This is an optimization exercise on Yosys and OpenROAD, whose aim is small area and a short achievable clock period, not a production implementation.
Only simulation tests tie the RTL to the original design; equivalence was not proved.
Power figures rest on the tool's default switching activity, not on a simulated workload.

==> flow/design.v (outline; a module is shown in full before it is edited, if it fits) <==
// module ram: 46 lines
// module ram_aoi3: 6 lines
// module top: 979 lines
module top(rst,clk,acc,rom_addr,rom_data,ram_we,ram_waddr,ram_wdata);
  // ...
==> flow/flow/run.sh <==
#!/bin/bash
# The standard layout, with timing repair aiming past the clock period so that
# the resizer works on the paths that set the achieved period.
set -euo pipefail
export SETUP_SLACK_MARGIN=11
export TNS_END_PERCENT=100
bash standard.sh > flow_standard.log 2>&1
==> flow/standard.sh <==
#!/bin/bash
# synth_recipe.tcl (not shown) runs the flow's synth.tcl, then flattens the netlist and writes it again
# the make line also repeats each setting of config.mk as NAME=value (left out here)
make -C /OpenROAD-flow-scripts/flow DESIGN_CONFIG=/design/flow/config.mk WORK_HOME=/design/flow/orfs CLKGATE_MAP_FILE= SYNTH_SCRIPT=/design/flow/synth_recipe.tcl "${@:-finish}"
==> flow/config.mk <==
export PLATFORM = sky130hd
export DESIGN_NAME = top
export DESIGN_NICKNAME = top
export VERILOG_FILES = /design/flow/design.v
export SDC_FILE = /design/flow/constraint.sdc
export NUM_CORES = 4
export LEC_CHECK = 0
export CAP_MARGIN = 45
export CORE_MARGIN = 2
export CORE_UTILIZATION = 45
export PLACE_DENSITY = 0.6
export SLEW_MARGIN = 45
export SYNTH_HIERARCHICAL = 1
==> flow/constraint.sdc <==
create_clock -name core_clock -period 20.0 [get_ports {clk}]
set_input_delay 4.0000 -clock core_clock [delete_from_list [all_inputs] [get_ports {clk}]]
set_output_delay 4.0000 -clock core_clock [all_outputs]
set_load 0.01 [all_outputs]
==> flow_summary.json, run 1 <==
{
  "path_cells": "buf_4 -> ha_4 -> nor2b_2 -> a22oi_2 -> or4_4 -> o22a_1 -> o32ai_4 -> mux2_4 -> a2111oi_4 -> nand4_1 -> a41oi_4 -> o31ai_4 -> a311o_2 -> buf_6 -> buf_16 -> mux2i_4 -> o22ai_4 -> buf_2",
  "dp_slack_ns": 9.524,
  "yosysTopAreaCellShare_pct": 58.51,
  "worstPathArrival_ns": 5.58,
  "sequentialPowerShare_pct": 50.0,
  "row_count": 175,
  "core_area_um2": 227500,
  "endpoint": "rom_addr[10]",
  "setup_slack_ns": 10.42,
  "dp.final_hpwl_mm": 236.5,
  "multi_input_gates": 4913,
  "finalHoldViolCount": 0,
  "cp_top_family": "compound AO/OA/AOI/OAI gates",
  "rr_startpoint": "B[1]",
  "drt-total-wl_mm": 361.3,
  "synth-adder-area-share_pct": 4.638,
  "clk_latency_ns": 0.91,
  "clock_power_share_pct": 39.6,
  "top_register": "ram.mem",
  "grt-busiest-layer": "met2",
  "setup.worst_path.class": "register to primary output",
  "synthArstFlopShare_pct": 0,
  "grt_start_max_net_pins": 171,
  "layout_commonest_cell": "edfxtp_1",
  "path_buf_inv": 4,
  "relSlewSlack_pct": 41.91,
  "hp-start": "ctrl2[5]",
  "use_met2_pct": 47.43,
  "status": "timing/DRC/antenna clean",
  "required_ns": 16.00,
  "finish.utilization_pct": 51.66,
  "synth_edf_count": 2006,
  "syn_inst": 7887,
  "final_nets": 8459,
  "grt_antenna_before_repair": 16,
  "wl_met2_mm": 165.7
}
==> run 2, diff against run 1 <==
==> flow/run.sh (new file) <==
#!/bin/bash
# synth_recipe.tcl (not shown) runs the flow's synth.tcl, then flattens the netlist and writes it again
# the make line also repeats each setting of config.mk as NAME=value (left out here)
make -C /OpenROAD-flow-scripts/flow DESIGN_CONFIG=/design/flow/config.mk WORK_HOME=/design/flow/orfs CLKGATE_MAP_FILE= SYNTH_SCRIPT=/design/flow/synth_recipe.tcl finish
removed: flow/flow/run.sh
removed: flow/standard.sh
==> run 2 against run 1 <==
Effect of this change:
- global-route usage rose by 0.14 points
- area after synthesis did not move
- clock power decreased by 3%
- worst hold slack improved by 0.0026 ns
- critical path type unchanged
- utilization fell by 1.1 points
- still clean
- total power down 1.7%
- non-clock buffer count decreased by 146
- die area unchanged
- clock skew is 0.0042 ns higher
==> flow_summary.json, run 2 <==
{
  "internal_power_uw": 7919,
  "synth_edf_count": 2006,
  "final_nets": 8313,
  "setup_slack_ns": 8.820,
  "multi_input_area_um2": 34980,
  "cts_buffers": 226,
  "synth-simple-area-share_pct": 10.03,
  "largest_reg_flops": 2000,
  "layout_commonest_cell": "edfxtp_1",
  "gp_congestion": 0.9737,
  "die-area_um2": 232600,
  "synthFlopType": "edfxtp_1",
  "syn_inst": 7887,
  "io_pins": 67,
  "required_ns": 16.00,
  "seqCellArea_um2": 65940,
  "hp-start": "ctrl2[4]",
  "ir_drop_mv": 0.07806,
  "synthDistinctLibCells": 107,
  "grt_antenna_before_repair": 12,
  "yosysTopAreaCellShare_pct": 58.51,
  "met3_usage_pct": 5.405,
  "fin_setup_tns_ns": 0,
  "vias_per_cell": 6.671,
  "ant_nets": 0,
  "dp_cells": 10720,
  "holdPathEnd": "ctrl3[4]",
  "swShare_pct": 25.52,
  "num_vias": 74340,
  "grt_usage_pct": 30.35,
  "fin_skew_ns": 0.09860,
  "port_buffers": 66,
  "dp_slack_ns": 9.660,
  "cts_hold_buf": 0,
  "yosysWarnings": 57,
  "final_cell_mix": "edfxtp_1 (2006), nor2_1 (842), a222oi_1 (703)",
  "clockRootBuffer": "clkbuf_16",
  "setup.worst_path.class": "register to primary output",
  "finalHoldViolCount": 0,
  "hold_depth": 0,
  "synthArstFlopShare_pct": 0,
  "drt_iter0_drc": 13130,
  "grt_overflow": 0,
  "use_met2_pct": 47.28,
  "rsz0062_at_grt": "false",
  "area_growth_pct": 11.78,
  "post_synth_xor_area_fraction_pct": 1.761,
  "synth_top_family_by_area": "compound AO/OA/AOI/OAI gates",
  "drtPass1Iterations": 13,
  "synthesis.area_um2": 103000,
  "dieWidth_um": 482.3,
  "grt_pass1_wl_mm": 512.9,
  "maxCapViolations": 0,
  "ys_seq_area_share_pct": 64.03,
  "synth_area_leaders": "edfxtp_1 (59%), a222oi_1 (6.8%), dfxtp_1 (5.5%), ha_1 (3.5%), nor2_1 (3.5%)",
  "slew_viol_final": 0,
  "initial_core_util_pct": 45.26,
  "fmax_ghz": 0.08944,
  "stdcell_count": 11140,
  "synth-seq-cells": 2290,
  "r2r_cells": 42,
  "cts_tree": "yes",
  "cp-end-kind": "primary output",
  "p_per_area_nw_per_um2": 92.39,
  "sequentialPowerShare_pct": 50.9,
  "start_kind": "register",
  "clk_latency_ns": 0.94,
  "synth_mux_area_share_pct": 2.021,
  "p_switching_uw": 2714,
  "finalSetupViolations": 0,
  "cts.repair.resized": 0,
  "holdWs_ns": 0.3399,
  "syn_avg_cell_area_um2": 13.05,
  "core_area_um2": 227500,
  "final.period_utilization_pct": 55.90,
  "synth_largest_area_cell": "edfxtp_1",
  "reg_top3": "ram.mem x2000, source0_r x17",
  "synth_commonest_cells": "edfxtp_1 (2006), nor2_1 (949), a222oi_1 (703)",
  "dp.final_hpwl_mm": 240.1,
  "worstPathArrival_ns": 7.18,
  "synth_compound_area_share_pct": 14.46,
  "synth-adder-area-share_pct": 4.638,
  "top_register": "ram.mem",
  "relSlewSlack_pct": 34.22,
  "p_comb_share_pct": 9.8,
  "worst_slew_pin_slew_ns": 0.9777,
  "r2r_end": "ACC[0]",
  "post_cts_buffers": 0,
  "finish.utilization_pct": 50.59,
  "clk_pin_slew_worst_paths_ns": 0.06,
  "numClockSinks": 2290,
  "rrSetupSlack_ns": 9.44,
  "h-tree-depth": 4,
  "fin_crit_ns": 11.18,
  "drt-total-wl_mm": 362.1,
  "drive_above_1_share_pct": 10.37,
  "die-height_um": 482.3,
  "cp_max_fo": 23,
  "status": "timing/DRC/antenna clean",
  "drc": 0,
  "grt-busiest-layer": "met2",
  "clock_power_share_pct": 39.3,
  "wire_per_inst_um": 32.49,
  "fillers": 19440,
  "grt_pass1_vias": 70470,
  "rr_startpoint": "B[3]",
  "synth.most_common_cell": "edfxtp_1",
  "gr-usage-met1_pct": 41.98,
  "row_count": 175,
  "clockBufferDepth": 3,
  "hold_path.class": "register to register",
  "grt_start_max_net_pins": 137,
  "leakagePower_uw": 0.03835
}
run 2: cell counts after synthesis:
No cell type changed its count.
run 2: area by class of cell:
cell class              instances  share of cell area (%)
clock inverters               134                   1.058
flip-flops and latches       2290                   57.30
well taps                    3009                   3.271
diodes                          7                 0.01522
clock buffers                 283                   5.244
multi-input cells            4911                   30.39
inverters                     240                  0.7828
repair buffers                270                   1.937
run 2: worst max path at each step:
stage	startpoint	end	slack (ns)	cells after the start
floorplan	rst	ram_we	10.23	7
global placement	B[3]	ACC[1]	9.76	41
detailed placement	B[3]	ACC[0]	9.66	42
CTS	source3[11]	rom_addr[13]	8.98	17
global route	source3[11]	rom_addr[13]	8.64	17
finish	source3[11]	rom_addr[13]	8.82	17
run 2: critical path: stages, from the launching register on:
cell and delay (ns):
dfxtp_1 0.56, nor4bb_1 0.71, nor2b_1 0.57, a22o_1 0.28, a221oi_1 0.10, a21oi_1 0.48
nor2_1 0.07, o21ai_0 0.17, o221ai_1 0.14, ha_1 0.33, nand4_1 0.12, o21ai_0 0.53
o21a_1 0.21, o211ai_1 0.09, o21bai_1 0.45, nand2b_2 0.46, o32ai_1 0.45, clkdlybuf4s50_1 0.60
run 2: layer usage:
| layer | vias to the layer above | routed length [um] |
|---|---|---|
| met1 | 37380 | 141900 |
| met3 | 783 | 37500 |
| met2 | 4656 | 166000 |
| met4 | 8 | 16600 |
| li1 | 31510 | - |
| met5 | - | 53 |
run 2: per-module statistics from Yosys (local to each module, per instance):
module    cell area [um^2]  copies in the design  flip-flops and latches
ram                  65020                     1                    2008
top                  30180                     1                     282
ram_aoi3             90.09                    86                       0
run 2: power by group through the flow:
stage / logic [uW] / registers [uW] / clock network (uW)
2_1_floorplan: 610 / 5480 / 0
3_3_place_gp: 995 / 5510 / 0
3_5_place_dp: 1010 / 5510 / 0
4_1_cts: 1020 / 5410 / 4210
5_1_grt: 1110 / 5410 / 4400
6_report: 1050 / 5410 / 4180
run 2: cells by family after synthesis:
group,Yosys count
flops,2290
simple gates,2217
compound gates,1896
buf+inv,751
fa+ha+maj,348
xor+xnor,207
mux,177
other cells,1
run 2: through the flow:
| stage | instance area [um^2] | total power [uW] |
|---|---|---|
| 2_1_floorplan | 103200 | 6089 |
| 3_3_place_gp | 106900 | 6504 |
| 3_5_place_dp | 107400 | 6523 |
| 4_1_cts | 114700 | 10640 |
| 5_1_grt | 115100 | 10920 |
| 6_report | 115100 | 10630 |

## separate check: timing with driven ports
The results above use ideal ports. As a check the final layouts listed here were re-extracted and re-timed, cells and wires unchanged.
Step 1, drivers: a clkbuf_16 drives clk and a buf_2 each remaining input, both assumed.
Step 2 also shifts input and output timing later by t, the mid clock arrival at the registers, as if the neighbouring blocks saw the same clock.
Three values: no drivers, after step 1, after step 2; two values: the first two.
| run | t, ns | setup WS [ns] | worst data-port slew with drivers (ns) |
|---|---|---|---|
| run 1 | 0.950 | 10.424 / 10.334 / 10.788 | 0.06 |
| run 2 | 0.971 | 8.820 / 8.740 / 9.437 | 0.04 |
After both steps setup and hold are still met in every run listed.
